This design comes from an exercise in tuning for small area and a short achievable clock period on the open sky130 flow, not from production work. Function was checked by simulation only, so behaviour that the tests miss may differ from the original.

--- flow/design.v ---
module NOT16(a, y);
	input [15:0] a;
	output [15:0] y;
	assign y = ~a;
endmodule
module FA(A,B,C,sum, carry);
	input A,B,C;
	output sum,carry;
	assign sum = A^B^C;
	assign carry = (A&B) | (B&C) | (C&A);
endmodule
module HA(A,B,sum, carry);
	input A,B;
	output sum,carry;
	assign sum = A^B;
	assign carry = A&B;
endmodule
module MAC(A,B,out,clk,reset);
	input [15:0] A,B;
	input clk,reset;
	output [35:0] out;
	reg [35:0] acc;
	wire [35:0] nxt;
	always @(posedge clk or posedge reset)
	begin
		if(reset)
			acc <= 36'd0;
		else
			acc <= nxt;
	end
	assign out = acc;
	wire [255:0] pp;
	genvar gi;
	wire [15:0] An0, Bn0;
	NOT16 ina0(A, An0);
	NOT16 inb0(B, Bn0);
	wire [15:0] An1, Bn1;
	NOT16 ina1(A, An1);
	NOT16 inb1(B, Bn1);
	genvar gj;
	generate for (gi = 0; gi < 16; gi = gi + 1) begin : ppg
		for (gj = 0; gj < 16; gj = gj + 1) begin : ppc
			wire an, bn;
			assign an = (gi * 2 / 16 == 0) ? An0[gj] : An1[gj];
			assign bn = (gj * 2 / 16 == 0) ? Bn0[gi] : Bn1[gi];
			assign pp[16*gi+gj] = ~(an | bn);
		end
	end endgenerate
	wire hs1;
	wire hc2;
	wire fs3;
	wire fc4;
	wire hs5;
	wire hc6;
	wire fs7;
	wire fc8;
	wire fs9;
	wire fc10;
	wire hs11;
	wire hc12;
	wire fs13;
	wire fc14;
	wire fs15;
	wire fc16;
	wire fs17;
	wire fc18;
	wire hs19;
	wire hc20;
	wire fs21;
	wire fc22;
	wire fs23;
	wire fc24;
	wire fs25;
	wire fc26;
	wire fs27;
	wire fc28;
	wire hs29;
	wire hc30;
	wire fs31;
	wire fc32;
	wire fs33;
	wire fc34;
	wire fs35;
	wire fc36;
	wire fs37;
	wire fc38;
	wire fs39;
	wire fc40;
	wire hs41;
	wire hc42;
	wire fs43;
	wire fc44;
	wire fs45;
	wire fc46;
	wire fs47;
	wire fc48;
	wire fs49;
	wire fc50;
	wire fs51;
	wire fc52;
	wire fs53;
	wire fc54;
	wire hs55;
	wire hc56;
	wire fs57;
	wire fc58;
	wire fs59;
	wire fc60;
	wire fs61;
	wire fc62;
	wire fs63;
	wire fc64;
	wire fs65;
	wire fc66;
	wire fs67;
	wire fc68;
	wire fs69;
	wire fc70;
	wire hs71;
	wire hc72;
	wire fs73;
	wire fc74;
	wire fs75;
	wire fc76;
	wire fs77;
	wire fc78;
	wire fs79;
	wire fc80;
	wire fs81;
	wire fc82;
	wire fs83;
	wire fc84;
	wire fs85;
	wire fc86;
	wire fs87;
	wire fc88;
	wire hs89;
	wire hc90;
	wire fs91;
	wire fc92;
	wire fs93;
	wire fc94;
	wire fs95;
	wire fc96;
	wire fs97;
	wire fc98;
	wire fs99;
	wire fc100;
	wire fs101;
	wire fc102;
	wire fs103;
	wire fc104;
	wire fs105;
	wire fc106;
	wire fs107;
	wire fc108;
	wire hs109;
	wire hc110;
	wire fs111;
	wire fc112;
	wire fs113;
	wire fc114;
	wire fs115;
	wire fc116;
	wire fs117;
	wire fc118;
	wire fs119;
	wire fc120;
	wire fs121;
	wire fc122;
	wire fs123;
	wire fc124;
	wire fs125;
	wire fc126;
	wire fs127;
	wire fc128;
	wire fs129;
	wire fc130;
	wire hs131;
	wire hc132;
	wire fs133;
	wire fc134;
	wire fs135;
	wire fc136;
	wire fs137;
	wire fc138;
	wire fs139;
	wire fc140;
	wire fs141;
	wire fc142;
	wire fs143;
	wire fc144;
	wire fs145;
	wire fc146;
	wire fs147;
	wire fc148;
	wire fs149;
	wire fc150;
	wire fs151;
	wire fc152;
	wire fs153;
	wire fc154;
	wire hs155;
	wire hc156;
	wire fs157;
	wire fc158;
	wire fs159;
	wire fc160;
	wire fs161;
	wire fc162;
	wire fs163;
	wire fc164;
	wire fs165;
	wire fc166;
	wire fs167;
	wire fc168;
	wire fs169;
	wire fc170;
	wire fs171;
	wire fc172;
	wire fs173;
	wire fc174;
	wire fs175;
	wire fc176;
	wire fs177;
	wire fc178;
	wire fs179;
	wire fc180;
	wire hs181;
	wire hc182;
	wire fs183;
	wire fc184;
	wire fs185;
	wire fc186;
	wire fs187;
	wire fc188;
	wire fs189;
	wire fc190;
	wire fs191;
	wire fc192;
	wire fs193;
	wire fc194;
	wire fs195;
	wire fc196;
	wire fs197;
	wire fc198;
	wire fs199;
	wire fc200;
	wire fs201;
	wire fc202;
	wire fs203;
	wire fc204;
	wire fs205;
	wire fc206;
	wire fs207;
	wire fc208;
	wire hs209;
	wire hc210;
	wire fs211;
	wire fc212;
	wire fs213;
	wire fc214;
	wire fs215;
	wire fc216;
	wire fs217;
	wire fc218;
	wire fs219;
	wire fc220;
	wire fs221;
	wire fc222;
	wire fs223;
	wire fc224;
	wire fs225;
	wire fc226;
	wire fs227;
	wire fc228;
	wire fs229;
	wire fc230;
	wire fs231;
	wire fc232;
	wire fs233;
	wire fc234;
	wire fs235;
	wire fc236;
	wire fs237;
	wire fc238;
	wire hs239;
	wire hc240;
	wire fs241;
	wire fc242;
	wire fs243;
	wire fc244;
	wire fs245;
	wire fc246;
	wire fs247;
	wire fc248;
	wire fs249;
	wire fc250;
	wire fs251;
	wire fc252;
	wire fs253;
	wire fc254;
	wire fs255;
	wire fc256;
	wire fs257;
	wire fc258;
	wire fs259;
	wire fc260;
	wire fs261;
	wire fc262;
	wire fs263;
	wire fc264;
	wire fs265;
	wire fc266;
	wire fs267;
	wire fc268;
	wire hs269;
	wire hc270;
	wire fs271;
	wire fc272;
	wire fs273;
	wire fc274;
	wire fs275;
	wire fc276;
	wire fs277;
	wire fc278;
	wire fs279;
	wire fc280;
	wire fs281;
	wire fc282;
	wire fs283;
	wire fc284;
	wire fs285;
	wire fc286;
	wire fs287;
	wire fc288;
	wire fs289;
	wire fc290;
	wire fs291;
	wire fc292;
	wire fs293;
	wire fc294;
	wire fs295;
	wire fc296;
	wire fs297;
	wire fc298;
	wire fs299;
	wire fc300;
	wire fs301;
	wire fc302;
	wire fs303;
	wire fc304;
	wire fs305;
	wire fc306;
	wire fs307;
	wire fc308;
	wire fs309;
	wire fc310;
	wire fs311;
	wire fc312;
	wire fs313;
	wire fc314;
	wire fs315;
	wire fc316;
	wire fs317;
	wire fc318;
	wire fs319;
	wire fc320;
	wire fs321;
	wire fc322;
	wire fs323;
	wire fc324;
	wire fs325;
	wire fc326;
	wire fs327;
	wire fc328;
	wire fs329;
	wire fc330;
	wire fs331;
	wire fc332;
	wire fs333;
	wire fc334;
	wire fs335;
	wire fc336;
	wire fs337;
	wire fc338;
	wire fs339;
	wire fc340;
	wire fs341;
	wire fc342;
	wire fs343;
	wire fc344;
	wire fs345;
	wire fc346;
	wire fs347;
	wire fc348;
	wire fs349;
	wire fc350;
	wire fs351;
	wire fc352;
	wire fs353;
	wire fc354;
	wire fs355;
	wire fc356;
	wire fs357;
	wire fc358;
	wire fs359;
	wire fc360;
	wire fs361;
	wire fc362;
	wire fs363;
	wire fc364;
	wire fs365;
	wire fc366;
	wire fs367;
	wire fc368;
	wire fs369;
	wire fc370;
	wire fs371;
	wire fc372;
	wire fs373;
	wire fc374;
	wire fs375;
	wire fc376;
	wire fs377;
	wire fc378;
	wire fs379;
	wire fc380;
	wire fs381;
	wire fc382;
	wire fs383;
	wire fc384;
	wire fs385;
	wire fc386;
	wire fs387;
	wire fc388;
	wire fs389;
	wire fc390;
	wire fs391;
	wire fc392;
	wire fs393;
	wire fc394;
	wire fs395;
	wire fc396;
	wire fs397;
	wire fc398;
	wire fs399;
	wire fc400;
	wire fs401;
	wire fc402;
	wire fs403;
	wire fc404;
	wire fs405;
	wire fc406;
	wire fs407;
	wire fc408;
	wire fs409;
	wire fc410;
	wire fs411;
	wire fc412;
	wire fs413;
	wire fc414;
	wire fs415;
	wire fc416;
	wire fs417;
	wire fc418;
	wire fs419;
	wire fc420;
	wire fs421;
	wire fc422;
	wire fs423;
	wire fc424;
	wire fs425;
	wire fc426;
	wire fs427;
	wire fc428;
	wire fs429;
	wire fc430;
	wire fs431;
	wire fc432;
	wire fs433;
	wire fc434;
	wire fs435;
	wire fc436;
	wire fs437;
	wire fc438;
	wire fs439;
	wire fc440;
	wire fs441;
	wire fc442;
	wire fs443;
	wire fc444;
	wire fs445;
	wire fc446;
	wire fs447;
	wire fc448;
	wire fs449;
	wire fc450;
	wire fs451;
	wire fc452;
	wire fs453;
	wire fc454;
	wire fs455;
	wire fc456;
	wire fs457;
	wire fc458;
	wire fs459;
	wire fc460;
	wire fs461;
	wire fc462;
	wire fs463;
	wire fc464;
	wire fs465;
	wire fc466;
	wire fs467;
	wire fc468;
	wire fs469;
	wire fc470;
	wire fs471;
	wire fc472;
	wire fs473;
	wire fc474;
	wire fs475;
	wire fc476;
	wire fs477;
	wire fc478;
	wire fs479;
	wire fc480;
	wire g0_0;
	wire p0_0;
	wire g0_1;
	wire p0_1;
	wire g0_2;
	wire p0_2;
	wire g0_3;
	wire p0_3;
	wire g0_4;
	wire p0_4;
	wire g0_5;
	wire p0_5;
	wire g0_6;
	wire p0_6;
	wire g0_7;
	wire p0_7;
	wire g0_8;
	wire p0_8;
	wire g0_9;
	wire p0_9;
	wire g0_10;
	wire p0_10;
	wire g0_11;
	wire p0_11;
	wire g0_12;
	wire p0_12;
	wire g0_13;
	wire p0_13;
	wire g0_14;
	wire p0_14;
	wire g0_15;
	wire p0_15;
	wire g0_16;
	wire p0_16;
	wire g0_17;
	wire p0_17;
	wire g0_18;
	wire p0_18;
	wire g0_19;
	wire p0_19;
	wire g0_20;
	wire p0_20;
	wire g0_21;
	wire p0_21;
	wire g0_22;
	wire p0_22;
	wire g0_23;
	wire p0_23;
	wire g0_24;
	wire p0_24;
	wire g0_25;
	wire p0_25;
	wire g0_26;
	wire p0_26;
	wire g0_27;
	wire p0_27;
	wire g0_28;
	wire p0_28;
	wire g0_29;
	wire p0_29;
	wire g0_30;
	wire p0_30;
	wire g0_31;
	wire p0_31;
	wire g0_32;
	wire p0_32;
	wire g0_33;
	wire p0_33;
	wire g0_34;
	wire p0_34;
	wire g0_35;
	wire p0_35;
	wire G481;
	wire P481;
	wire G482;
	wire P482;
	wire G483;
	wire P483;
	wire G484;
	wire P484;
	wire G485;
	wire P485;
	wire G486;
	wire P486;
	wire G487;
	wire P487;
	wire G488;
	wire P488;
	wire G489;
	wire P489;
	wire G490;
	wire P490;
	wire G491;
	wire P491;
	wire G492;
	wire P492;
	wire G493;
	wire P493;
	wire G494;
	wire P494;
	wire G495;
	wire P495;
	wire G496;
	wire P496;
	wire G497;
	wire P497;
	wire G498;
	wire P498;
	wire G499;
	wire P499;
	wire G500;
	wire P500;
	wire G501;
	wire P501;
	wire G502;
	wire P502;
	wire G503;
	wire P503;
	wire G504;
	wire P504;
	wire G505;
	wire P505;
	wire G506;
	wire P506;
	wire G507;
	wire P507;
	wire G508;
	wire P508;
	wire G509;
	wire P509;
	wire G510;
	wire P510;
	wire G511;
	wire P511;
	wire G512;
	wire P512;
	wire G513;
	wire P513;
	wire G514;
	wire P514;
	wire G515;
	wire P515;
	wire G516;
	wire P516;
	wire G517;
	wire P517;
	wire G518;
	wire P518;
	wire G519;
	wire P519;
	wire G520;
	wire P520;
	wire G521;
	wire P521;
	wire G522;
	wire P522;
	wire G523;
	wire P523;
	wire G524;
	wire P524;
	wire G525;
	wire P525;
	wire G526;
	wire P526;
	wire G527;
	wire P527;
	wire G528;
	wire P528;
	wire G529;
	wire P529;
	wire G530;
	wire P530;
	wire G531;
	wire P531;
	wire G532;
	wire P532;
	wire G533;
	wire P533;
	wire G534;
	wire P534;
	wire G535;
	wire P535;
	wire G536;
	wire P536;
	wire G537;
	wire P537;
	wire G538;
	wire P538;
	wire G539;
	wire P539;
	wire G540;
	wire P540;
	wire G541;
	wire P541;
	wire G542;
	wire P542;
	wire G543;
	wire P543;
	wire G544;
	wire P544;
	wire G545;
	wire P545;
	wire G546;
	wire P546;
	wire G547;
	wire P547;
	wire G548;
	wire P548;
	wire G549;
	wire P549;
	wire G550;
	wire P550;
	wire G551;
	wire P551;
	wire G552;
	wire P552;
	wire G553;
	wire P553;
	wire G554;
	wire P554;
	HA h2(acc[1], pp[1], hs1, hc2);
	FA f4(acc[2], pp[2], pp[17], fs3, fc4);
	HA h6(pp[32], hc2, hs5, hc6);
	FA f8(acc[3], pp[3], pp[18], fs7, fc8);
	FA f10(pp[33], pp[48], fc4, fs9, fc10);
	HA h12(hc6, fs7, hs11, hc12);
	FA f14(acc[4], pp[4], pp[19], fs13, fc14);
	FA f16(pp[34], pp[49], pp[64], fs15, fc16);
	FA f18(fc8, fs13, fs15, fs17, fc18);
	HA h20(hc12, fc10, hs19, hc20);
	FA f22(acc[5], pp[5], pp[20], fs21, fc22);
	FA f24(pp[35], pp[50], pp[65], fs23, fc24);
	FA f26(pp[80], fc14, fc16, fs25, fc26);
	FA f28(fs21, fs23, fc18, fs27, fc28);
	HA h30(fs25, hc20, hs29, hc30);
	FA f32(acc[6], pp[6], pp[21], fs31, fc32);
	FA f34(pp[36], pp[51], pp[66], fs33, fc34);
	FA f36(pp[81], pp[96], fc22, fs35, fc36);
	FA f38(fc24, fs31, fs33, fs37, fc38);
	FA f40(fc26, fs35, fs37, fs39, fc40);
	HA h42(hc30, fc28, hs41, hc42);
	FA f44(acc[7], pp[7], pp[22], fs43, fc44);
	FA f46(pp[37], pp[52], pp[67], fs45, fc46);
	FA f48(pp[82], pp[97], pp[112], fs47, fc48);
	FA f50(fc32, fc34, fs43, fs49, fc50);
	FA f52(fs45, fs47, fc36, fs51, fc52);
	FA f54(fc38, fs49, fs51, fs53, fc54);
	HA h56(fc40, hc42, hs55, hc56);
	FA f58(acc[8], pp[8], pp[23], fs57, fc58);
	FA f60(pp[38], pp[53], pp[68], fs59, fc60);
	FA f62(pp[83], pp[98], pp[113], fs61, fc62);
	FA f64(pp[128], fc44, fc46, fs63, fc64);
	FA f66(fc48, fs57, fs59, fs65, fc66);
	FA f68(fs61, fc50, fs63, fs67, fc68);
	FA f70(fs65, fc52, fs67, fs69, fc70);
	HA h72(fc54, hc56, hs71, hc72);
	FA f74(acc[9], pp[9], pp[24], fs73, fc74);
	FA f76(pp[39], pp[54], pp[69], fs75, fc76);
	FA f78(pp[84], pp[99], pp[114], fs77, fc78);
	FA f80(pp[129], pp[144], fc58, fs79, fc80);
	FA f82(fc60, fc62, fs73, fs81, fc82);
	FA f84(fs75, fs77, fc64, fs83, fc84);
	FA f86(fc66, fs79, fs81, fs85, fc86);
	FA f88(fc68, fs83, fs85, fs87, fc88);
	HA h90(fc70, hc72, hs89, hc90);
	FA f92(acc[10], pp[10], pp[25], fs91, fc92);
	FA f94(pp[40], pp[55], pp[70], fs93, fc94);
	FA f96(pp[85], pp[100], pp[115], fs95, fc96);
	FA f98(pp[130], pp[145], pp[160], fs97, fc98);
	FA f100(fc74, fc76, fc78, fs99, fc100);
	FA f102(fs91, fs93, fs95, fs101, fc102);
	FA f104(fs97, fc80, fc82, fs103, fc104);
	FA f106(fs99, fs101, fc84, fs105, fc106);
	FA f108(fc86, fs103, fs105, fs107, fc108);
	HA h110(fc88, hc90, hs109, hc110);
	FA f112(acc[11], pp[11], pp[26], fs111, fc112);
	FA f114(pp[41], pp[56], pp[71], fs113, fc114);
	FA f116(pp[86], pp[101], pp[116], fs115, fc116);
	FA f118(pp[131], pp[146], pp[161], fs117, fc118);
	FA f120(pp[176], fc92, fc94, fs119, fc120);
	FA f122(fc96, fc98, fs111, fs121, fc122);
	FA f124(fs113, fs115, fs117, fs123, fc124);
	FA f126(fc100, fc102, fs119, fs125, fc126);
	FA f128(fs121, fs123, fc104, fs127, fc128);
	FA f130(fs125, fc106, fs127, fs129, fc130);
	HA h132(fc108, fs129, hs131, hc132);
	FA f134(acc[12], pp[12], pp[27], fs133, fc134);
	FA f136(pp[42], pp[57], pp[72], fs135, fc136);
	FA f138(pp[87], pp[102], pp[117], fs137, fc138);
	FA f140(pp[132], pp[147], pp[162], fs139, fc140);
	FA f142(pp[177], pp[192], fc112, fs141, fc142);
	FA f144(fc114, fc116, fc118, fs143, fc144);
	FA f146(fs133, fs135, fs137, fs145, fc146);
	FA f148(fs139, fc120, fc122, fs147, fc148);
	FA f150(fc124, fs141, fs143, fs149, fc150);
	FA f152(fs145, fc126, fs147, fs151, fc152);
	FA f154(fs149, fc128, fs151, fs153, fc154);
	HA h156(fc130, fs153, hs155, hc156);
	FA f158(acc[13], pp[13], pp[28], fs157, fc158);
	FA f160(pp[43], pp[58], pp[73], fs159, fc160);
	FA f162(pp[88], pp[103], pp[118], fs161, fc162);
	FA f164(pp[133], pp[148], pp[163], fs163, fc164);
	FA f166(pp[178], pp[193], pp[208], fs165, fc166);
	FA f168(fc134, fc136, fc138, fs167, fc168);
	FA f170(fc140, fs157, fs159, fs169, fc170);
	FA f172(fs161, fs163, fs165, fs171, fc172);
	FA f174(fc142, fc144, fc146, fs173, fc174);
	FA f176(fs167, fs169, fs171, fs175, fc176);
	FA f178(fc148, fc150, fs173, fs177, fc178);
	FA f180(fs175, fc152, fs177, fs179, fc180);
	HA h182(fc154, fs179, hs181, hc182);
	FA f184(acc[14], pp[14], pp[29], fs183, fc184);
	FA f186(pp[44], pp[59], pp[74], fs185, fc186);
	FA f188(pp[89], pp[104], pp[119], fs187, fc188);
	FA f190(pp[134], pp[149], pp[164], fs189, fc190);
	FA f192(pp[179], pp[194], pp[209], fs191, fc192);
	FA f194(pp[224], fc158, fc160, fs193, fc194);
	FA f196(fc162, fc164, fc166, fs195, fc196);
	FA f198(fs183, fs185, fs187, fs197, fc198);
	FA f200(fs189, fs191, fc168, fs199, fc200);
	FA f202(fc170, fc172, fs193, fs201, fc202);
	FA f204(fs195, fs197, fc174, fs203, fc204);
	FA f206(fs199, fc176, fs201, fs205, fc206);
	FA f208(fc178, fs203, fs205, fs207, fc208);
	HA h210(fc180, fs207, hs209, hc210);
	FA f212(acc[15], pp[15], pp[30], fs211, fc212);
	FA f214(pp[45], pp[60], pp[75], fs213, fc214);
	FA f216(pp[90], pp[105], pp[120], fs215, fc216);
	FA f218(pp[135], pp[150], pp[165], fs217, fc218);
	FA f220(pp[180], pp[195], pp[210], fs219, fc220);
	FA f222(pp[225], pp[240], fc184, fs221, fc222);
	FA f224(fc186, fc188, fc190, fs223, fc224);
	FA f226(fc192, fs211, fs213, fs225, fc226);
	FA f228(fs215, fs217, fs219, fs227, fc228);
	FA f230(fc194, fc196, fc198, fs229, fc230);
	FA f232(fs221, fs223, fs225, fs231, fc232);
	FA f234(fs227, fc200, fc202, fs233, fc234);
	FA f236(fs229, fs231, fc204, fs235, fc236);
	FA f238(fc206, fs233, fs235, fs237, fc238);
	HA h240(fc208, hc210, hs239, hc240);
	FA f242(acc[16], pp[31], pp[46], fs241, fc242);
	FA f244(pp[61], pp[76], pp[91], fs243, fc244);
	FA f246(pp[106], pp[121], pp[136], fs245, fc246);
	FA f248(pp[151], pp[166], pp[181], fs247, fc248);
	FA f250(pp[196], pp[211], pp[226], fs249, fc250);
	FA f252(pp[241], fc212, fc214, fs251, fc252);
	FA f254(fc216, fc218, fc220, fs253, fc254);
	FA f256(fs241, fs243, fs245, fs255, fc256);
	FA f258(fs247, fs249, fc222, fs257, fc258);
	FA f260(fc224, fc226, fc228, fs259, fc260);
	FA f262(fs251, fs253, fs255, fs261, fc262);
	FA f264(fc230, fs257, fc232, fs263, fc264);
	FA f266(fs259, fs261, fc234, fs265, fc266);
	FA f268(fs263, fc236, fs265, fs267, fc268);
	HA h270(fc238, fs267, hs269, hc270);
	FA f272(acc[17], pp[47], pp[62], fs271, fc272);
	FA f274(pp[77], pp[92], pp[107], fs273, fc274);
	FA f276(pp[122], pp[137], pp[152], fs275, fc276);
	FA f278(pp[167], pp[182], pp[197], fs277, fc278);
	FA f280(pp[212], pp[227], pp[242], fs279, fc280);
	FA f282(fc242, fc244, fc246, fs281, fc282);
	FA f284(fc248, fc250, fs271, fs283, fc284);
	FA f286(fs273, fs275, fs277, fs285, fc286);
	FA f288(fs279, fc252, fc254, fs287, fc288);
	FA f290(fc256, fs281, fs283, fs289, fc290);
	FA f292(fs285, fc258, fc260, fs291, fc292);
	FA f294(fs287, fc262, fs289, fs293, fc294);
	FA f296(fc264, fs291, fs293, fs295, fc296);
	FA f298(fc266, fs295, fc268, fs297, fc298);
	FA f300(acc[18], pp[63], pp[78], fs299, fc300);
	FA f302(pp[93], pp[108], pp[123], fs301, fc302);
	FA f304(pp[138], pp[153], pp[168], fs303, fc304);
	FA f306(pp[183], pp[198], pp[213], fs305, fc306);
	FA f308(pp[228], pp[243], fc272, fs307, fc308);
	FA f310(fc274, fc276, fc278, fs309, fc310);
	FA f312(fc280, fs299, fs301, fs311, fc312);
	FA f314(fs303, fs305, fc282, fs313, fc314);
	FA f316(fc284, fc286, fs307, fs315, fc316);
	FA f318(fs309, fs311, fc288, fs317, fc318);
	FA f320(fs313, fc290, fs315, fs319, fc320);
	FA f322(fc292, fs317, fc294, fs321, fc322);
	FA f324(fs319, fc296, fs321, fs323, fc324);
	FA f326(acc[19], pp[79], pp[94], fs325, fc326);
	FA f328(pp[109], pp[124], pp[139], fs327, fc328);
	FA f330(pp[154], pp[169], pp[184], fs329, fc330);
	FA f332(pp[199], pp[214], pp[229], fs331, fc332);
	FA f334(pp[244], fc300, fc302, fs333, fc334);
	FA f336(fc304, fc306, fs325, fs335, fc336);
	FA f338(fs327, fs329, fs331, fs337, fc338);
	FA f340(fc308, fc310, fc312, fs339, fc340);
	FA f342(fs333, fs335, fs337, fs341, fc342);
	FA f344(fc314, fc316, fs339, fs343, fc344);
	FA f346(fs341, fc318, fc320, fs345, fc346);
	FA f348(fs343, fc322, fs345, fs347, fc348);
	FA f350(acc[20], pp[95], pp[110], fs349, fc350);
	FA f352(pp[125], pp[140], pp[155], fs351, fc352);
	FA f354(pp[170], pp[185], pp[200], fs353, fc354);
	FA f356(pp[215], pp[230], pp[245], fs355, fc356);
	FA f358(fc326, fc328, fc330, fs357, fc358);
	FA f360(fc332, fs349, fs351, fs359, fc360);
	FA f362(fs353, fs355, fc334, fs361, fc362);
	FA f364(fc336, fc338, fs357, fs363, fc364);
	FA f366(fs359, fc340, fs361, fs365, fc366);
	FA f368(fc342, fs363, fc344, fs367, fc368);
	FA f370(fs365, fc346, fs367, fs369, fc370);
	FA f372(acc[21], pp[111], pp[126], fs371, fc372);
	FA f374(pp[141], pp[156], pp[171], fs373, fc374);
	FA f376(pp[186], pp[201], pp[216], fs375, fc376);
	FA f378(pp[231], pp[246], fc350, fs377, fc378);
	FA f380(fc352, fc354, fc356, fs379, fc380);
	FA f382(fs371, fs373, fs375, fs381, fc382);
	FA f384(fc358, fc360, fs377, fs383, fc384);
	FA f386(fs379, fs381, fc362, fs385, fc386);
	FA f388(fc364, fs383, fc366, fs387, fc388);
	FA f390(fs385, fc368, fs387, fs389, fc390);
	FA f392(acc[22], pp[127], pp[142], fs391, fc392);
	FA f394(pp[157], pp[172], pp[187], fs393, fc394);
	FA f396(pp[202], pp[217], pp[232], fs395, fc396);
	FA f398(pp[247], fc372, fc374, fs397, fc398);
	FA f400(fc376, fs391, fs393, fs399, fc400);
	FA f402(fs395, fc378, fc380, fs401, fc402);
	FA f404(fc382, fs397, fs399, fs403, fc404);
	FA f406(fc384, fs401, fs403, fs405, fc406);
	FA f408(fc386, fs405, fc388, fs407, fc408);
	FA f410(acc[23], pp[143], pp[158], fs409, fc410);
	FA f412(pp[173], pp[188], pp[203], fs411, fc412);
	FA f414(pp[218], pp[233], pp[248], fs413, fc414);
	FA f416(fc392, fc394, fc396, fs415, fc416);
	FA f418(fs409, fs411, fs413, fs417, fc418);
	FA f420(fc398, fc400, fs415, fs419, fc420);
	FA f422(fs417, fc402, fc404, fs421, fc422);
	FA f424(fs419, fc406, fs421, fs423, fc424);
	FA f426(acc[24], pp[159], pp[174], fs425, fc426);
	FA f428(pp[189], pp[204], pp[219], fs427, fc428);
	FA f430(pp[234], pp[249], fc410, fs429, fc430);
	FA f432(fc412, fc414, fs425, fs431, fc432);
	FA f434(fs427, fc416, fc418, fs433, fc434);
	FA f436(fs429, fs431, fc420, fs435, fc436);
	FA f438(fs433, fc422, fs435, fs437, fc438);
	FA f440(acc[25], pp[175], pp[190], fs439, fc440);
	FA f442(pp[205], pp[220], pp[235], fs441, fc442);
	FA f444(pp[250], fc426, fc428, fs443, fc444);
	FA f446(fs439, fs441, fc430, fs445, fc446);
	FA f448(fc432, fs443, fc434, fs447, fc448);
	FA f450(fs445, fc436, fs447, fs449, fc450);
	FA f452(acc[26], pp[191], pp[206], fs451, fc452);
	FA f454(pp[221], pp[236], pp[251], fs453, fc454);
	FA f456(fc440, fc442, fs451, fs455, fc456);
	FA f458(fs453, fc444, fs455, fs457, fc458);
	FA f460(fc446, fs457, fc448, fs459, fc460);
	FA f462(acc[27], pp[207], pp[222], fs461, fc462);
	FA f464(pp[237], pp[252], fc452, fs463, fc464);
	FA f466(fc454, fs461, fc456, fs465, fc466);
	FA f468(fs463, fc458, fs465, fs467, fc468);
	FA f470(acc[28], pp[223], pp[238], fs469, fc470);
	FA f472(pp[253], fc462, fs469, fs471, fc472);
	FA f474(fc464, fs471, fc466, fs473, fc474);
	FA f476(acc[29], pp[239], pp[254], fs475, fc476);
	FA f478(fc470, fs475, fc472, fs477, fc478);
	FA f480(acc[30], pp[255], fc476, fs479, fc480);
	wire [35:0] r0, r1;
	assign r0[0] = acc[0];
	assign r1[0] = pp[0];
	assign r0[1] = pp[16];
	assign r1[1] = hs1;
	assign r0[2] = fs3;
	assign r1[2] = hs5;
	assign r0[3] = hs11;
	assign r1[3] = fs9;
	assign r0[4] = fs17;
	assign r1[4] = hs19;
	assign r0[5] = hs29;
	assign r1[5] = fs27;
	assign r0[6] = fs39;
	assign r1[6] = hs41;
	assign r0[7] = fs53;
	assign r1[7] = hs55;
	assign r0[8] = fs69;
	assign r1[8] = hs71;
	assign r0[9] = fs87;
	assign r1[9] = hs89;
	assign r0[10] = fs107;
	assign r1[10] = hs109;
	assign r0[11] = hc110;
	assign r1[11] = hs131;
	assign r0[12] = hc132;
	assign r1[12] = hs155;
	assign r0[13] = hc156;
	assign r1[13] = hs181;
	assign r0[14] = hc182;
	assign r1[14] = hs209;
	assign r0[15] = fs237;
	assign r1[15] = hs239;
	assign r0[16] = hc240;
	assign r1[16] = hs269;
	assign r0[17] = hc270;
	assign r1[17] = fs297;
	assign r0[18] = fs323;
	assign r1[18] = fc298;
	assign r0[19] = fc324;
	assign r1[19] = fs347;
	assign r0[20] = fc348;
	assign r1[20] = fs369;
	assign r0[21] = fc370;
	assign r1[21] = fs389;
	assign r0[22] = fc390;
	assign r1[22] = fs407;
	assign r0[23] = fs423;
	assign r1[23] = fc408;
	assign r0[24] = fc424;
	assign r1[24] = fs437;
	assign r0[25] = fc438;
	assign r1[25] = fs449;
	assign r0[26] = fc450;
	assign r1[26] = fs459;
	assign r0[27] = fs467;
	assign r1[27] = fc460;
	assign r0[28] = fc468;
	assign r1[28] = fs473;
	assign r0[29] = fs477;
	assign r1[29] = fc474;
	assign r0[30] = fs479;
	assign r1[30] = fc478;
	assign r0[31] = acc[31];
	assign r1[31] = fc480;
	assign r0[32] = acc[32];
	assign r1[32] = 1'b0;
	assign r0[33] = acc[33];
	assign r1[33] = 1'b0;
	assign r0[34] = acc[34];
	assign r1[34] = 1'b0;
	assign r0[35] = acc[35];
	assign r1[35] = 1'b0;
	assign g0_0 = r0[0] & r1[0];
	assign p0_0 = r0[0] ^ r1[0];
	assign g0_1 = r0[1] & r1[1];
	assign p0_1 = r0[1] ^ r1[1];
	assign g0_2 = r0[2] & r1[2];
	assign p0_2 = r0[2] ^ r1[2];
	assign g0_3 = r0[3] & r1[3];
	assign p0_3 = r0[3] ^ r1[3];
	assign g0_4 = r0[4] & r1[4];
	assign p0_4 = r0[4] ^ r1[4];
	assign g0_5 = r0[5] & r1[5];
	assign p0_5 = r0[5] ^ r1[5];
	assign g0_6 = r0[6] & r1[6];
	assign p0_6 = r0[6] ^ r1[6];
	assign g0_7 = r0[7] & r1[7];
	assign p0_7 = r0[7] ^ r1[7];
	assign g0_8 = r0[8] & r1[8];
	assign p0_8 = r0[8] ^ r1[8];
	assign g0_9 = r0[9] & r1[9];
	assign p0_9 = r0[9] ^ r1[9];
	assign g0_10 = r0[10] & r1[10];
	assign p0_10 = r0[10] ^ r1[10];
	assign g0_11 = r0[11] & r1[11];
	assign p0_11 = r0[11] ^ r1[11];
	assign g0_12 = r0[12] & r1[12];
	assign p0_12 = r0[12] ^ r1[12];
	assign g0_13 = r0[13] & r1[13];
	assign p0_13 = r0[13] ^ r1[13];
	assign g0_14 = r0[14] & r1[14];
	assign p0_14 = r0[14] ^ r1[14];
	assign g0_15 = r0[15] & r1[15];
	assign p0_15 = r0[15] ^ r1[15];
	assign g0_16 = r0[16] & r1[16];
	assign p0_16 = r0[16] ^ r1[16];
	assign g0_17 = r0[17] & r1[17];
	assign p0_17 = r0[17] ^ r1[17];
	assign g0_18 = r0[18] & r1[18];
	assign p0_18 = r0[18] ^ r1[18];
	assign g0_19 = r0[19] & r1[19];
	assign p0_19 = r0[19] ^ r1[19];
	assign g0_20 = r0[20] & r1[20];
	assign p0_20 = r0[20] ^ r1[20];
	assign g0_21 = r0[21] & r1[21];
	assign p0_21 = r0[21] ^ r1[21];
	assign g0_22 = r0[22] & r1[22];
	assign p0_22 = r0[22] ^ r1[22];
	assign g0_23 = r0[23] & r1[23];
	assign p0_23 = r0[23] ^ r1[23];
	assign g0_24 = r0[24] & r1[24];
	assign p0_24 = r0[24] ^ r1[24];
	assign g0_25 = r0[25] & r1[25];
	assign p0_25 = r0[25] ^ r1[25];
	assign g0_26 = r0[26] & r1[26];
	assign p0_26 = r0[26] ^ r1[26];
	assign g0_27 = r0[27] & r1[27];
	assign p0_27 = r0[27] ^ r1[27];
	assign g0_28 = r0[28] & r1[28];
	assign p0_28 = r0[28] ^ r1[28];
	assign g0_29 = r0[29] & r1[29];
	assign p0_29 = r0[29] ^ r1[29];
	assign g0_30 = r0[30] & r1[30];
	assign p0_30 = r0[30] ^ r1[30];
	assign g0_31 = r0[31] & r1[31];
	assign p0_31 = r0[31] ^ r1[31];
	assign g0_32 = r0[32] & r1[32];
	assign p0_32 = r0[32] ^ r1[32];
	assign g0_33 = r0[33] & r1[33];
	assign p0_33 = r0[33] ^ r1[33];
	assign g0_34 = r0[34] & r1[34];
	assign p0_34 = r0[34] ^ r1[34];
	assign g0_35 = r0[35] & r1[35];
	assign p0_35 = r0[35] ^ r1[35];
	assign G481 = g0_1 | (p0_1 & g0_0);
	assign P481 = p0_1 & p0_0;
	assign G482 = g0_2 | (p0_2 & G481);
	assign P482 = p0_2 & P481;
	assign G483 = g0_3 | (p0_3 & G482);
	assign P483 = p0_3 & P482;
	assign G484 = g0_4 | (p0_4 & G483);
	assign P484 = p0_4 & P483;
	assign G485 = g0_5 | (p0_5 & G484);
	assign P485 = p0_5 & P484;
	assign G486 = g0_6 | (p0_6 & G485);
	assign P486 = p0_6 & P485;
	assign G487 = g0_7 | (p0_7 & G486);
	assign P487 = p0_7 & P486;
	assign G488 = g0_8 | (p0_8 & G487);
	assign P488 = p0_8 & P487;
	assign G489 = g0_10 | (p0_10 & g0_9);
	assign P489 = p0_10 & p0_9;
	assign G490 = g0_12 | (p0_12 & g0_11);
	assign P490 = p0_12 & p0_11;
	assign G491 = g0_14 | (p0_14 & g0_13);
	assign P491 = p0_14 & p0_13;
	assign G492 = g0_16 | (p0_16 & g0_15);
	assign P492 = p0_16 & p0_15;
	assign G493 = g0_18 | (p0_18 & g0_17);
	assign P493 = p0_18 & p0_17;
	assign G494 = g0_20 | (p0_20 & g0_19);
	assign P494 = p0_20 & p0_19;
	assign G495 = g0_22 | (p0_22 & g0_21);
	assign P495 = p0_22 & p0_21;
	assign G496 = g0_24 | (p0_24 & g0_23);
	assign P496 = p0_24 & p0_23;
	assign G497 = g0_26 | (p0_26 & g0_25);
	assign P497 = p0_26 & p0_25;
	assign G498 = g0_28 | (p0_28 & g0_27);
	assign P498 = p0_28 & p0_27;
	assign G499 = g0_30 | (p0_30 & g0_29);
	assign P499 = p0_30 & p0_29;
	assign G500 = g0_32 | (p0_32 & g0_31);
	assign P500 = p0_32 & p0_31;
	assign G501 = g0_34 | (p0_34 & g0_33);
	assign P501 = p0_34 & p0_33;
	assign G502 = g0_9 | (p0_9 & G488);
	assign P502 = p0_9 & P488;
	assign G503 = G489 | (P489 & G488);
	assign P503 = P489 & P488;
	assign G504 = g0_13 | (p0_13 & G490);
	assign P504 = p0_13 & P490;
	assign G505 = G491 | (P491 & G490);
	assign P505 = P491 & P490;
	assign G506 = g0_17 | (p0_17 & G492);
	assign P506 = p0_17 & P492;
	assign G507 = G493 | (P493 & G492);
	assign P507 = P493 & P492;
	assign G508 = g0_21 | (p0_21 & G494);
	assign P508 = p0_21 & P494;
	assign G509 = G495 | (P495 & G494);
	assign P509 = P495 & P494;
	assign G510 = g0_25 | (p0_25 & G496);
	assign P510 = p0_25 & P496;
	assign G511 = G497 | (P497 & G496);
	assign P511 = P497 & P496;
	assign G512 = g0_29 | (p0_29 & G498);
	assign P512 = p0_29 & P498;
	assign G513 = G499 | (P499 & G498);
	assign P513 = P499 & P498;
	assign G514 = g0_33 | (p0_33 & G500);
	assign P514 = p0_33 & P500;
	assign G515 = G501 | (P501 & G500);
	assign P515 = P501 & P500;
	assign G516 = g0_11 | (p0_11 & G503);
	assign P516 = p0_11 & P503;
	assign G517 = G490 | (P490 & G503);
	assign P517 = P490 & P503;
	assign G518 = G504 | (P504 & G503);
	assign P518 = P504 & P503;
	assign G519 = G505 | (P505 & G503);
	assign P519 = P505 & P503;
	assign G520 = g0_19 | (p0_19 & G507);
	assign P520 = p0_19 & P507;
	assign G521 = G494 | (P494 & G507);
	assign P521 = P494 & P507;
	assign G522 = G508 | (P508 & G507);
	assign P522 = P508 & P507;
	assign G523 = G509 | (P509 & G507);
	assign P523 = P509 & P507;
	assign G524 = g0_27 | (p0_27 & G511);
	assign P524 = p0_27 & P511;
	assign G525 = G498 | (P498 & G511);
	assign P525 = P498 & P511;
	assign G526 = G512 | (P512 & G511);
	assign P526 = P512 & P511;
	assign G527 = G513 | (P513 & G511);
	assign P527 = P513 & P511;
	assign G528 = g0_35 | (p0_35 & G515);
	assign P528 = p0_35 & P515;
	assign G529 = g0_15 | (p0_15 & G519);
	assign P529 = p0_15 & P519;
	assign G530 = G492 | (P492 & G519);
	assign P530 = P492 & P519;
	assign G531 = G506 | (P506 & G519);
	assign P531 = P506 & P519;
	assign G532 = G507 | (P507 & G519);
	assign P532 = P507 & P519;
	assign G533 = G520 | (P520 & G519);
	assign P533 = P520 & P519;
	assign G534 = G521 | (P521 & G519);
	assign P534 = P521 & P519;
	assign G535 = G522 | (P522 & G519);
	assign P535 = P522 & P519;
	assign G536 = G523 | (P523 & G519);
	assign P536 = P523 & P519;
	assign G537 = g0_31 | (p0_31 & G527);
	assign P537 = p0_31 & P527;
	assign G538 = G500 | (P500 & G527);
	assign P538 = P500 & P527;
	assign G539 = G514 | (P514 & G527);
	assign P539 = P514 & P527;
	assign G540 = G515 | (P515 & G527);
	assign P540 = P515 & P527;
	assign G541 = G528 | (P528 & G527);
	assign P541 = P528 & P527;
	assign G542 = g0_23 | (p0_23 & G536);
	assign P542 = p0_23 & P536;
	assign G543 = G496 | (P496 & G536);
	assign P543 = P496 & P536;
	assign G544 = G510 | (P510 & G536);
	assign P544 = P510 & P536;
	assign G545 = G511 | (P511 & G536);
	assign P545 = P511 & P536;
	assign G546 = G524 | (P524 & G536);
	assign P546 = P524 & P536;
	assign G547 = G525 | (P525 & G536);
	assign P547 = P525 & P536;
	assign G548 = G526 | (P526 & G536);
	assign P548 = P526 & P536;
	assign G549 = G527 | (P527 & G536);
	assign P549 = P527 & P536;
	assign G550 = G537 | (P537 & G536);
	assign P550 = P537 & P536;
	assign G551 = G538 | (P538 & G536);
	assign P551 = P538 & P536;
	assign G552 = G539 | (P539 & G536);
	assign P552 = P539 & P536;
	assign G553 = G540 | (P540 & G536);
	assign P553 = P540 & P536;
	assign G554 = G541 | (P541 & G536);
	assign P554 = P541 & P536;
	assign nxt[0] = p0_0;
	assign nxt[1] = p0_1 ^ g0_0;
	assign nxt[2] = p0_2 ^ G481;
	assign nxt[3] = p0_3 ^ G482;
	assign nxt[4] = p0_4 ^ G483;
	assign nxt[5] = p0_5 ^ G484;
	assign nxt[6] = p0_6 ^ G485;
	assign nxt[7] = p0_7 ^ G486;
	assign nxt[8] = p0_8 ^ G487;
	assign nxt[9] = p0_9 ^ G488;
	assign nxt[10] = p0_10 ^ G502;
	assign nxt[11] = p0_11 ^ G503;
	assign nxt[12] = p0_12 ^ G516;
	assign nxt[13] = p0_13 ^ G517;
	assign nxt[14] = p0_14 ^ G518;
	assign nxt[15] = p0_15 ^ G519;
	assign nxt[16] = p0_16 ^ G529;
	assign nxt[17] = p0_17 ^ G530;
	assign nxt[18] = p0_18 ^ G531;
	assign nxt[19] = p0_19 ^ G532;
	assign nxt[20] = p0_20 ^ G533;
	assign nxt[21] = p0_21 ^ G534;
	assign nxt[22] = p0_22 ^ G535;
	assign nxt[23] = p0_23 ^ G536;
	assign nxt[24] = p0_24 ^ G542;
	assign nxt[25] = p0_25 ^ G543;
	assign nxt[26] = p0_26 ^ G544;
	assign nxt[27] = p0_27 ^ G545;
	assign nxt[28] = p0_28 ^ G546;
	assign nxt[29] = p0_29 ^ G547;
	assign nxt[30] = p0_30 ^ G548;
	assign nxt[31] = p0_31 ^ G549;
	assign nxt[32] = p0_32 ^ G550;
	assign nxt[33] = p0_33 ^ G551;
	assign nxt[34] = p0_34 ^ G552;
	assign nxt[35] = p0_35 ^ G553;
endmodule
--- flow/flow/run.sh ---
#!/bin/bash
# The standard layout (standard synthesis, floorplan, place, CTS, route) with two changes:
# repair_timing is asked for a larger setup slack than 0 (flow/setup_margin.txt) so that it
# keeps shortening the critical path, and the port buffers that every input and output gets
# are sky130_fd_sc_hd__buf_1 (flow/port_buffer.txt) instead of the delay cell buffer_ports
# picks by default; repair_timing then sizes the ones on critical paths.
# Make's full output goes to make_finish.log; each tool's own log is under orfs/logs/.
set -euo pipefail
MARGIN=$(cat flow/setup_margin.txt)
PBUF=$(cat flow/port_buffer.txt)
bash standard.sh SETUP_SLACK_MARGIN=$MARGIN "BUFFER_PORTS_ARGS=-buffer_cell $PBUF" finish > make_finish.log 2>&1
--- flow/flow/port_buffer.txt ---
sky130_fd_sc_hd__buf_1
--- flow/flow/setup_margin.txt ---
9.8
--- flow/standard.sh ---
#!/bin/bash
# synth_recipe.tcl (not shown) runs the flow's synth.tcl, then flattens the netlist and writes it again
# the make line also repeats each setting of config.mk as NAME=value (left out here)
make -C /OpenROAD-flow-scripts/flow DESIGN_CONFIG=/design/flow/config.mk WORK_HOME=/design/flow/orfs CLKGATE_MAP_FILE= SYNTH_SCRIPT=/design/flow/synth_recipe.tcl "${@:-finish}"
--- flow/config.mk ---
export PLATFORM = sky130hd
export DESIGN_NAME = MAC
export DESIGN_NICKNAME = MAC
export VERILOG_FILES = /design/flow/design.v
export SDC_FILE = /design/flow/constraint.sdc
export NUM_CORES = 4
export LEC_CHECK = 0
export CAP_MARGIN = 20
export CORE_MARGIN = 2
export CORE_UTILIZATION = 40
export SLEW_MARGIN = 20
export SYNTH_HIERARCHICAL = 1
export SYNTH_MINIMUM_KEEP_SIZE = 0
--- flow/constraint.sdc ---
create_clock -name core_clock -period 19.0 [get_ports {clk}]
set_input_delay 3.8000 -clock core_clock [delete_from_list [all_inputs] [get_ports {clk}]]
set_output_delay 3.8000 -clock core_clock [all_outputs]
set_load 0.01 [all_outputs]
==> results of run 1 <==
Yosys stat by module (local to each module, per instance):
module  cell area, sq um  flops+latches
FA                 20.02              0
HA                 12.51              0
MAC                 3411             36
NOT16              60.06              0
synthesized netlist by cell type:
master and n:
a21oi_1 17, nor2_1 267, o21ai_1 4, nand4_2 1, o22a_1 1, clkbuf_1 64
or2_2 1, nor3_1 3, and2_2 1, or3_4 1, o21ai_0 2, nand2b_1 6
o21bai_1 1, dfrtp_1 36, o31ai_1 2, fa_1 236, and3_1 1, o21ba_1 1
o22ai_1 1, a21o_1 3, o21ai_2 2, xor2_1 8, a22oi_1 1, nand2_2 1
o211ai_1 2, o21ba_2 1, xnor2_1 14, nand2_1 12, ha_1 40, buf_4 4
nand3_2 1, inv_1 89, a32oi_1 1, a41oi_1 1
worst reg2reg max path: stages (launching register included):
cell,delay [ns]
dfrtp_1,0.41
fa_1,0.52
fa_1,0.44
fa_1,0.44
fa_1,0.39
fa_1,0.46
fa_1,0.39
fa_1,0.44
ha_1,0.33
nand2_1,0.09
nor3_1,0.31
o21ai_2,0.19
o22a_1,0.29
o21ai_2,0.28
nand3_2,0.11
xnor2_1,0.12
per-stage QoR:
| stage | hold WS, ns | util [%] |
|---|---|---|
| after detailed placement | 0.4707 | 42.57 |
| after global placement | 0.4575 | 42.57 |
| final | 0.4766 | 43.43 |
| after floorplan | 0.4459 | - |
| after CTS | 0.4796 | 43.40 |
| after global routing | 0.5049 | 43.43 |
logic make-up (layout without fill, tap and decap cells):
kind of cell | count (synthesis) | after routing
AO/OA/AOI/OAI | 40 | 40
XOR/XNOR | 22 | 22
adder cells (fa/ha/maj) | 276 | 276
buffers and inverters | 157 | 167
flip-flops | 36 | 36
AND/OR/NAND/NOR | 295 | 295
metal layers:
| metal | wire (microns) | share of wire (%) |
|---|---|---|
| met2 | 10210 | 50 |
| met4 | 542 | 2.7 |
| met5 | 0 | 0 |
| met3 | 1069 | 5.2 |
| met1 | 8617 | 42 |
layout make-up:
cell class / instances / share of cell area [%]
clock inverters: 3 / 0.4810
repair buffers: 70 / 3.014
flip-flops and latches: 36 / 10.19
multi-input cells: 633 / 77.31
clock buffers: 5 / 1.415
inverters: 89 / 3.778
well taps: 270 / 3.820
worst paths after layout:
path | from | end | slack, ns | cells past startpoint
setup / recovery | A[7] | acc[35] | 10.09 | 18
setup reg to reg | acc[13] | acc[35] | 13.66 | 15
hold / removal | acc[35] | acc[35] | 0.48 | 1
max in group asynchronous | reset | acc[14] | 15.06 | 3
min in group asynchronous | reset | acc[27] | 3.58 | 3
hold reg to reg | acc[35] | acc[35] | 0.48 | 1
==> impl_metrics.py, run 1 <==
metrics = {
    "status": {
        "outcome": "no timing/DRC/antenna violations",
    },
    "clocking": {
        "cts.clk_slew.worst_paths_ns": 0.06,
        "insertion_delay_ns": 0.31,
        "cts_tree": "built",
        "cts.sinks": 36,
        "root_buffer": "clkbuf_16",
        "ctsHoldBuffers": 0,
        "ctsHtreeMaxLevel": 2,
        "post_cts_buffers": 0,
        "cts_resized": 0,
        "numCtsBuffers": 5,
        "clockBufferDepth": 2,
    },
    "cells_and_area": {
        "fin_nets": 1145,
        "n_antenna_cell": 0,
        "final_area_sq_mm": 0.008843,
        "fillers": 1998,
        "mostFrequentLayoutCells": "267 x nor2_1, 236 x fa_1, 88 x inv_1, 69 x buf_1, 40 x ha_1",
        "drive_gt1_share_pct": 2.273,
        "largest_reg_flops": 36,
        "final-seq-area_sq_um": 900.9,
        "multi_input_area_sq_mm": 0.006837,
        "top_regs": "acc x36",
        "final_common_cell": "nor2_1",
        "syn_to_final_growth_pct": 6.094,
        "top_register": "acc",
        "finalNonFillerCells": 1106,
    },
    "sta": {
        "slew_headroom_pct": 65.46,
        "max_freq_mhz": 112.2,
        "worstMarginPinSlew_ns": 0.5181,
        "rsz0062_at_grt": "true",
        "hold_viol_final": 0,
        "setup_viol": 0,
        "min_period_ns": 8.910,
        "fin_crit_sh_pct": 46.89,
        "fin_ws_ns": 10.09,
        "skew_ns": 0.01130,
        "slew_viol_final": 0,
        "setup-tns-final_ns": 0,
    },
    "logic_synthesis": {
        "syn_area_sq_mm": 0.008335,
        "synth_cell_types": 34,
        "synth_top_area_share_pct": 56.68,
        "yosysTopAreaCell": "fa_1",
        "synth_area_per_cell_sq_um": 10.09,
        "yosys.area_share.simple_pct": 13.91,
        "syn-num-nets": 1136,
        "ys_ff_latch": 36,
        "ys_seq_area_share_pct": 10.81,
        "yosys-mux-area-fraction_pct": 0,
        "synth_area_leaders": "fa_1 57%, nor2_1 12%, dfrtp_1 11%",
        "synth_xor_area_share_pct": 2.312,
        "postSynthCellCount": 826,
        "synth_fa_ha_area_share_pct": 62.68,
        "synth_top_family_by_area": "adder cells",
        "synth_compound_area_share_pct": 3.032,
        "yosys_warnings": 7,
    },
    "die": {
        "num_rows": 52,
        "die_area_sq_mm": 0.02201,
        "core_area_sq_mm": 0.02036,
        "die_w_microns": 148.4,
        "start_util_pct": 40.93,
        "die_h_microns": 148.4,
        "io_pins": 70,
    },
    "detailed_routing": {
        "drt-total-wl_microns": 20440,
        "drc": 0,
        "ant_nets": 0,
        "first_pass_iters": 5,
        "viasPerCell": 5.073,
        "num_vias": 5611,
        "first_iter_violations": 235,
        "avgRoutedWirePerCell_microns": 18.48,
    },
    "global_routing": {
        "grtUsageMet3_pct": 3.006,
        "use_met1_pct": 27.66,
        "grt-ovfl-total": 0,
        "grt.met2_usage_pct": 32.85,
        "antenna_found_initial": 0,
        "grt_max_degree": 37,
        "grt_pass1_wl_microns": 33370,
        "grt.busiest_layer": "met2",
        "grt.total_usage_pct": 19.91,
        "first_global_vias": 6264,
    },
    "critical_path": {
        "arrival_ns": 9.10,
        "crit_chain": "buf_1 > inv_1 > nor2_1 > fa_1 > fa_1 > fa_1 > fa_1 > fa_1 > fa_1 > fa_1 > ha_1 > nand2_1 > nor3_1 > o21ai_2 > o22a_1 > o21ai_2 > nand3_2 > xnor2_1",
        "cp_max_fo": 8,
        "crit_buf_inv": 2,
        "crit_family": "adder cells",
        "slowest_stage": "fa_1",
        "cp-end-kind": "flip-flop",
        "slowest_delay_ns": 0.50,
        "cp.required_ns": 19.19,
        "cp_common_cell": "fa_1",
        "worstSetupPathType": "primary input to flip-flop",
        "critPathLaunchType": "primary input",
    },
    "run": {
        "maxCapViolCount": 0,
    },
    "place": {
        "portBuffers": 69,
        "place_hpwl_microns": 17630,
        "place.gp.congestion": 0.8900,
        "placed_cells": 1098,
        "place_area_sq_mm": 0.008670,
        "pre_cts_slack_ns": 9.718,
    },
    "min_path": {
        "hp-class": "flip-flop to flip-flop",
    },
}
==> run 2, diff against run 1 <==
==> flow/flow/setup_margin.txt (replaced) <==
10.4
==> run 2 against run 1 <==
Effect of this change:
- final area grew 5.3%
- synthesized area unchanged
- worst hold slack lost 0.014 ns
==> impl_metrics.py, run 2 <==
metrics = {
    "status": {
        "outcome": "no timing/DRC/antenna violations",
    },
    "sta": {
        "rsz0062_at_grt": "false",
        "worstMarginPinSlew_ns": 0.5488,
        "hold_viol_final": 0,
        "setup-tns-final_ns": 0,
        "slew_viol_final": 0,
        "skew_ns": 0.01178,
        "max_freq_mhz": 117.9,
        "setup_viol": 0,
        "slew_headroom_pct": 63.13,
        "fin_crit_sh_pct": 44.66,
        "min_period_ns": 8.485,
    },
    "logic_synthesis": {
        "syn-num-nets": 1136,
        "syn_area_sq_mm": 0.008335,
        "synth_cell_types": 34,
        "ys_ff_latch": 36,
        "yosys_warnings": 7,
        "synth_area_per_cell_sq_um": 10.09,
        "yosysMostFrequentCell": "nor2_1",
        "synthArstFlopShare_pct": 100.0,
        "postSynthCellCount": 826,
        "synth_xor_area_share_pct": 2.312,
        "yosys.area_share.simple_pct": 13.91,
        "synth_area_leaders": "fa_1 57%, nor2_1 12%, dfrtp_1 11%",
        "synth_top_family_by_area": "adder cells",
        "synth_compound_area_share_pct": 3.032,
        "synth_edf_count": 0,
        "synth_top_area_share_pct": 56.68,
        "synth_common_cells": "267 x nor2_1, 236 x fa_1, 89 x inv_1, 64 x clkbuf_1, 40 x ha_1",
        "ys_seq_area_share_pct": 10.81,
        "ys_dominant_reg_cell": "dfrtp_1",
        "yosys-mux-area-fraction_pct": 0,
        "synth_fa_ha_area_share_pct": 62.68,
        "yosysTopAreaCell": "fa_1",
    },
    "critical_path": {
        "cp-end-kind": "flip-flop",
        "cp.required_ns": 19.21,
        "arrival_ns": 8.69,
        "critPathLaunchType": "primary input",
        "cp_max_fo": 6,
        "worstSetupPathType": "primary input to flip-flop",
    },
    "detailed_routing": {
        "num_vias": 5826,
        "avgRoutedWirePerCell_microns": 19.18,
        "drc": 0,
        "ant_nets": 0,
        "first_iter_violations": 315,
        "drt-total-wl_microns": 21610,
        "viasPerCell": 5.169,
        "first_pass_iters": 4,
    },
    "cells_and_area": {
        "fin_nets": 1166,
        "fillers": 1963,
        "largest_reg_flops": 36,
        "final_common_cell": "nor2_1",
        "n_antenna_cell": 0,
        "top_regs": "acc x36",
        "syn_to_final_growth_pct": 11.74,
        "final_area_sq_mm": 0.009314,
        "mostFrequentLayoutCells": "244 x nor2_1, 218 x fa_1, 54 x buf_1, 45 x inv_1, 36 x dfrtp_1",
        "top_register": "acc",
        "drive_gt1_share_pct": 18.32,
        "post-route-util_pct": 45.74,
    },
    "place": {
        "place_hpwl_microns": 18120,
        "portBuffers": 69,
        "place_area_sq_mm": 0.008670,
        "place.gp.congestion": 0.9291,
    },
    "clocking": {
        "ctsHoldBuffers": 0,
        "cts.sinks": 36,
        "ctsHtreeMaxLevel": 2,
        "root_buffer": "clkbuf_16",
        "cts.clk_slew.worst_paths_ns": 0.07,
        "numCtsBuffers": 5,
        "cts_tree": "built",
        "clockBufferDepth": 2,
        "insertion_delay_ns": 0.31,
    },
    "die": {
        "core_area_sq_mm": 0.02036,
        "die_h_microns": 148.4,
        "io_pins": 70,
        "die_w_microns": 148.4,
        "num_rows": 52,
        "die_area_sq_mm": 0.02201,
        "start_util_pct": 40.93,
    },
    "global_routing": {
        "grt.total_usage_pct": 20.64,
        "grt_max_degree": 37,
        "antenna_found_initial": 0,
        "grt_pass1_wl_microns": 34650,
        "first_global_vias": 6408,
        "grt-ovfl-total": 0,
    },
    "run": {
        "maxCapViolCount": 0,
    },
    "min_path": {
        "hp-class": "flip-flop to flip-flop",
    },
}
run 2: changes by cell type in the layout (fill, tap and decap cells not counted), moves of 4 or more:
cell | before | now
buf_1 | 69 | 54
fa_2 | 0 | 18
ha_1 | 40 | 35
buf_4 | 1 | 22
inv_2 | 0 | 27
a21oi_1 | 17 | 11
inv_1 | 88 | 45
nor2_1 | 267 | 244
fa_1 | 236 | 218
clkbuf_2 | 0 | 15
a21oi_2 | 0 | 6
ha_4 | 0 | 4
nor2_2 | 0 | 21
inv_4 | 0 | 14
run 2: Yosys stat by module, one instance, submodules excluded:
module  flip-flops and latches  times used
NOT16                        0           4
FA                           0         224
HA                           0          16
MAC                         36           1
run 2: path summary, 6_finish.rpt:
kind,startpoint,to,slack (ns),cells past startpoint
worst min-delay path,acc[35],acc[35],0.46,1
max in group asynchronous,reset,acc[28],15.07,3
worst max register to register,acc[16],acc[23],13.92,13
worst min register to register,acc[35],acc[35],0.46,1
min in group asynchronous,reset,acc[4],3.58,3
worst max-delay path,B[6],acc[23],10.52,16
run 2: cell type report:
class | count | area (sq um) | share of cell area, %
tap | 270 | 337.8 | 3.627
sequential | 36 | 900.9 | 9.672
clock buffer | 5 | 125.1 | 1.343
inverter | 89 | 376.6 | 4.044
multi-input combinational | 633 | 7088 | 76.10
clock inverter | 3 | 42.54 | 0.4567
timing repair buffer | 91 | 442.9 | 4.756
run 2: critical path: stages:
cell and delay, ns:
clkbuf_2 0.17, clkinvlp_4 0.20, nor2_1 0.18, fa_1 0.48, fa_2 0.44, fa_1 0.48, fa_1 0.56, fa_1 0.41
ha_1 0.32, ha_4 0.30, o211ai_1 0.17, nor3_4 0.27, o21ai_4 0.13, a21o_1 0.23, fa_2 0.52, inv_1 0.04
run 2: kinds of logic (layout without fill, tap and decap cells):
family	after synthesis	in the layout
AO/OA/AOI/OAI	40	40
AND/OR/NAND/NOR	295	295
buffers and inverters	157	188
flip-flops	36	36
adder cells (fa/ha/maj)	276	276
XOR/XNOR	22	22
run 2: per-stage QoR:
step	hold WS, ns	setup slack (ns)	std cells
after CTS	0.4736	10.37	1106
after floorplan	0.4459	10.41	826
final	0.4625	10.52	1127
after detailed placement	0.4650	9.720	1098
after global routing	0.5090	10.36	1127
after global placement	0.4609	9.723	1098
run 2: repair_timing:
action                                  CTS  global route
endpoints found under the setup margin   16            17
hold endpoints to repair                  0             0
resized for setup                        41            98
buffers inserted                          0            21
pin swaps                                 4             9
run 2: routing by layer:
metal / global-route usage [%] / routed length [microns] / up-vias
met5: 0 / 0 / -
met4: 6.143 / 618 / 0
met3: 3.282 / 1266 / 35
met2: 34.31 / 10940 / 215
met1: 28.19 / 8786 / 3087
li1: - / - / 2489
==> run 3, diff against run 2 <==
==> flow/flow/setup_margin.txt (replaced) <==
10.2
==> run 3 against run 2 <==
Effect of this change:
- still clean on timing, DRC and antenna
- via count fell by 4.8%
- sequential share of layout area rose by 0.41 points
- worst hold slack improved by 0.014 ns
- first-iteration DRC count fell by 37%
- maximum frequency fell by 1.4%
- register-to-register slack got worse by 0.03 ns
- final area fell by 4.0%
- core utilization fell by 1.8 points
==> impl_metrics.py, run 3 <==
metrics = {
    "detailed_routing": {
        "first_pass_iters": 5,
        "drt-total-wl_microns": 20450,
        "first_iter_violations": 197,
        "drc": 0,
        "ant_nets": 0,
        "viasPerCell": 5.014,
        "num_vias": 5546,
        "avgRoutedWirePerCell_microns": 18.49,
    },
    "cells_and_area": {
        "fin_nets": 1145,
        "mostFrequentLayoutCells": "264 x nor2_1, 236 x fa_1, 69 x buf_1, 61 x inv_1, 39 x ha_1",
        "top_register": "acc",
        "final_common_cell": "nor2_1",
        "fillers": 1982,
        "post-route-util_pct": 43.89,
        "largest_reg_flops": 36,
        "syn_to_final_growth_pct": 7.235,
        "top_regs": "acc x36",
        "n_antenna_cell": 0,
        "drive_gt1_share_pct": 7.416,
    },
    "clocking": {
        "ctsHtreeMaxLevel": 2,
        "post_cts_buffers": 0,
        "clockBufferDepth": 2,
        "numCtsBuffers": 5,
        "cts.sinks": 36,
        "cts.clk_slew.worst_paths_ns": 0.06,
        "cts_tree": "built",
        "insertion_delay_ns": 0.31,
        "ctsHoldBuffers": 0,
        "root_buffer": "clkbuf_16",
    },
    "critical_path": {
        "worstSetupPathType": "primary input to flip-flop",
        "critPathLaunchType": "primary input",
        "cp_max_fo": 8,
        "cp.required_ns": 19.19,
        "arrival_ns": 8.80,
        "cp-end-kind": "flip-flop",
    },
    "sta": {
        "slew_viol_final": 0,
        "hold_viol_final": 0,
        "setup-tns-final_ns": 0,
        "max_freq_mhz": 116.1,
        "slew_headroom_pct": 65.08,
        "fin_crit_sh_pct": 45.31,
        "setup_viol": 0,
        "min_period_ns": 8.610,
        "rsz0062_at_grt": "false",
        "worstMarginPinSlew_ns": 0.5238,
        "skew_ns": 0.01196,
    },
    "min_path": {
        "hp-class": "flip-flop to flip-flop",
    },
    "logic_synthesis": {
        "syn_area_sq_mm": 0.008335,
        "yosys_warnings": 7,
        "ys_ff_latch": 36,
        "synth_top_area_share_pct": 56.68,
        "synth_area_per_cell_sq_um": 10.09,
        "ys_seq_area_share_pct": 10.81,
        "yosysTopAreaCell": "fa_1",
        "synth_cell_types": 34,
        "synthArstFlopShare_pct": 100.0,
        "syn-num-nets": 1136,
        "synth_edf_count": 0,
        "yosysMostFrequentCell": "nor2_1",
        "ys_dominant_reg_cell": "dfrtp_1",
        "synth_common_cells": "267 x nor2_1, 236 x fa_1, 89 x inv_1, 64 x clkbuf_1, 40 x ha_1",
        "synth_area_leaders": "fa_1 57%, nor2_1 12%, dfrtp_1 11%",
        "postSynthCellCount": 826,
    },
    "status": {
        "outcome": "no timing/DRC/antenna violations",
    },
    "place": {
        "place_hpwl_microns": 17630,
        "portBuffers": 69,
        "place.gp.congestion": 0.8900,
    },
    "run": {
        "maxCapViolCount": 0,
    },
    "global_routing": {
        "grt-ovfl-total": 0,
        "grt_max_degree": 37,
        "grt_pass1_wl_microns": 33360,
        "antenna_found_initial": 0,
        "grt.total_usage_pct": 19.90,
        "first_global_vias": 6265,
    },
    "die": {
        "io_pins": 70,
        "core_area_sq_mm": 0.02036,
        "num_rows": 52,
        "start_util_pct": 40.93,
        "die_area_sq_mm": 0.02201,
        "die_h_microns": 148.4,
        "die_w_microns": 148.4,
    },
}
-- run 3: cell counts after synthesis --
Identical to the previous run, type by type.
-- run 3: what timing repair did --
item / 4_1_cts / 5_1_grt
endpoints found under the hold margin: 0 / 0
gates resized for setup: 10 / 38
pin swaps: 0 / 6
setup endpoints to repair: 8 / 18
-- run 3: cell families (layout without fill, tap and decap cells) --
family | after synthesis | count (layout) | share of synthesized area [%]
fa+ha+maj | 276 | 276 | 62.68
compound gates | 40 | 40 | 3.032
xor+xnor | 22 | 22 | 2.312
flops | 36 | 36 | 10.81
buf+inv | 157 | 167 | 7.250
simple gates | 295 | 295 | 13.91
-- run 3: area by class of cell --
type	count	area [sq um]	area share (%)
Timing Repair Buffer	70	266.5	2.982
Inverter	89	334.1	3.737
Clock inverter	3	42.54	0.4759
Tap cell	270	337.8	3.779
Multi-Input combinational cell	633	6932	77.55
Sequential cell	36	900.9	10.08
Clock buffer	5	125.1	1.400
-- run 3: worst max-delay path, stage by stage --
cell,delay [ns]
buf_1,0.09
inv_1,0.24
nor2_1,0.11
fa_1,0.45
fa_1,0.47
fa_1,0.44
fa_1,0.39
fa_1,0.46
fa_1,0.39
fa_1,0.49
ha_4,0.30
nand2_2,0.08
o21ai_4,0.20
a21oi_1,0.13
o22ai_2,0.29
o21ai_1,0.15
o21ba_1,0.20
xnor2_1,0.11
-- run 3: stage by stage --
stage          setup slack [ns]  instance area (sq um)  cells  hold slack [ns]
2_1_floorplan             10.35                   8335    826           0.4459
3_3_place_gp              9.683                   8670   1098           0.4575
3_5_place_dp              9.718                   8670   1098           0.4707
4_1_cts                   10.23                   8861   1106           0.4796
5_1_grt                   10.21                   8939   1106           0.5049
6_report                  10.39                   8939   1106           0.4766
-- run 3: path summary, 6_finish.rpt --
check | start | endpoint | slack [ns] | depth (start not counted)
setup / recovery | A[3] | acc[30] | 10.39 | 18
hold / removal | acc[35] | acc[35] | 0.48 | 1
setup reg to reg | acc[2] | acc[15] | 13.89 | 16
hold reg to reg | acc[35] | acc[35] | 0.48 | 1
max in group asynchronous | reset | acc[14] | 15.06 | 3
min in group asynchronous | reset | acc[27] | 3.58 | 3
-- run 3: modules after synthesis, one instance, submodules excluded --
module	flops+latches	cells	copies in the design
HA	0	1	16
NOT16	0	16	4
MAC	36	522	1
FA	0	1	224
-- run 3: per-layer routing --
| layer | GRT usage [%] | share of wire, % |
|---|---|---|
| met1 | 27.64 | 43 |
| met2 | 32.85 | 50 |
| met3 | 3.006 | 4.7 |
| met4 | 5.571 | 2.6 |
| met5 | 0 | 0 |

[static timing again, ports no longer ideal]
No port has a modelled driver above. Below, the same layouts with a new extraction and two added sets of constraints. Step 1 sets driving cells, clkbuf_16 on the clock port and buf_2 on the other inputs (assumed; they add their load-dependent delay and slew). Step 2 times the ports against the registers' clock, not the clock port: input delays grow and output delays shrink by t, the midpoint of the rising clock arrivals with the driver on. a / b / c = ideal ports / drivers / drivers and shift; a / b = the first two.
run | shift t [ns] | setup slack, ns | worst setup path after step 2
run 1 | 0.346 | 10.090 / 10.110 / 9.764 | input to register
run 2 | 0.342 | 10.515 / 10.531 / 10.189 | input to register
run 3 | 0.345 | 10.390 / 10.399 / 10.054 | input to register
After both steps setup and hold are still met in every run listed. The setup slack of run 3, which loses most, moves by +0.009 ns with the drivers and by -0.336 ns with both steps.
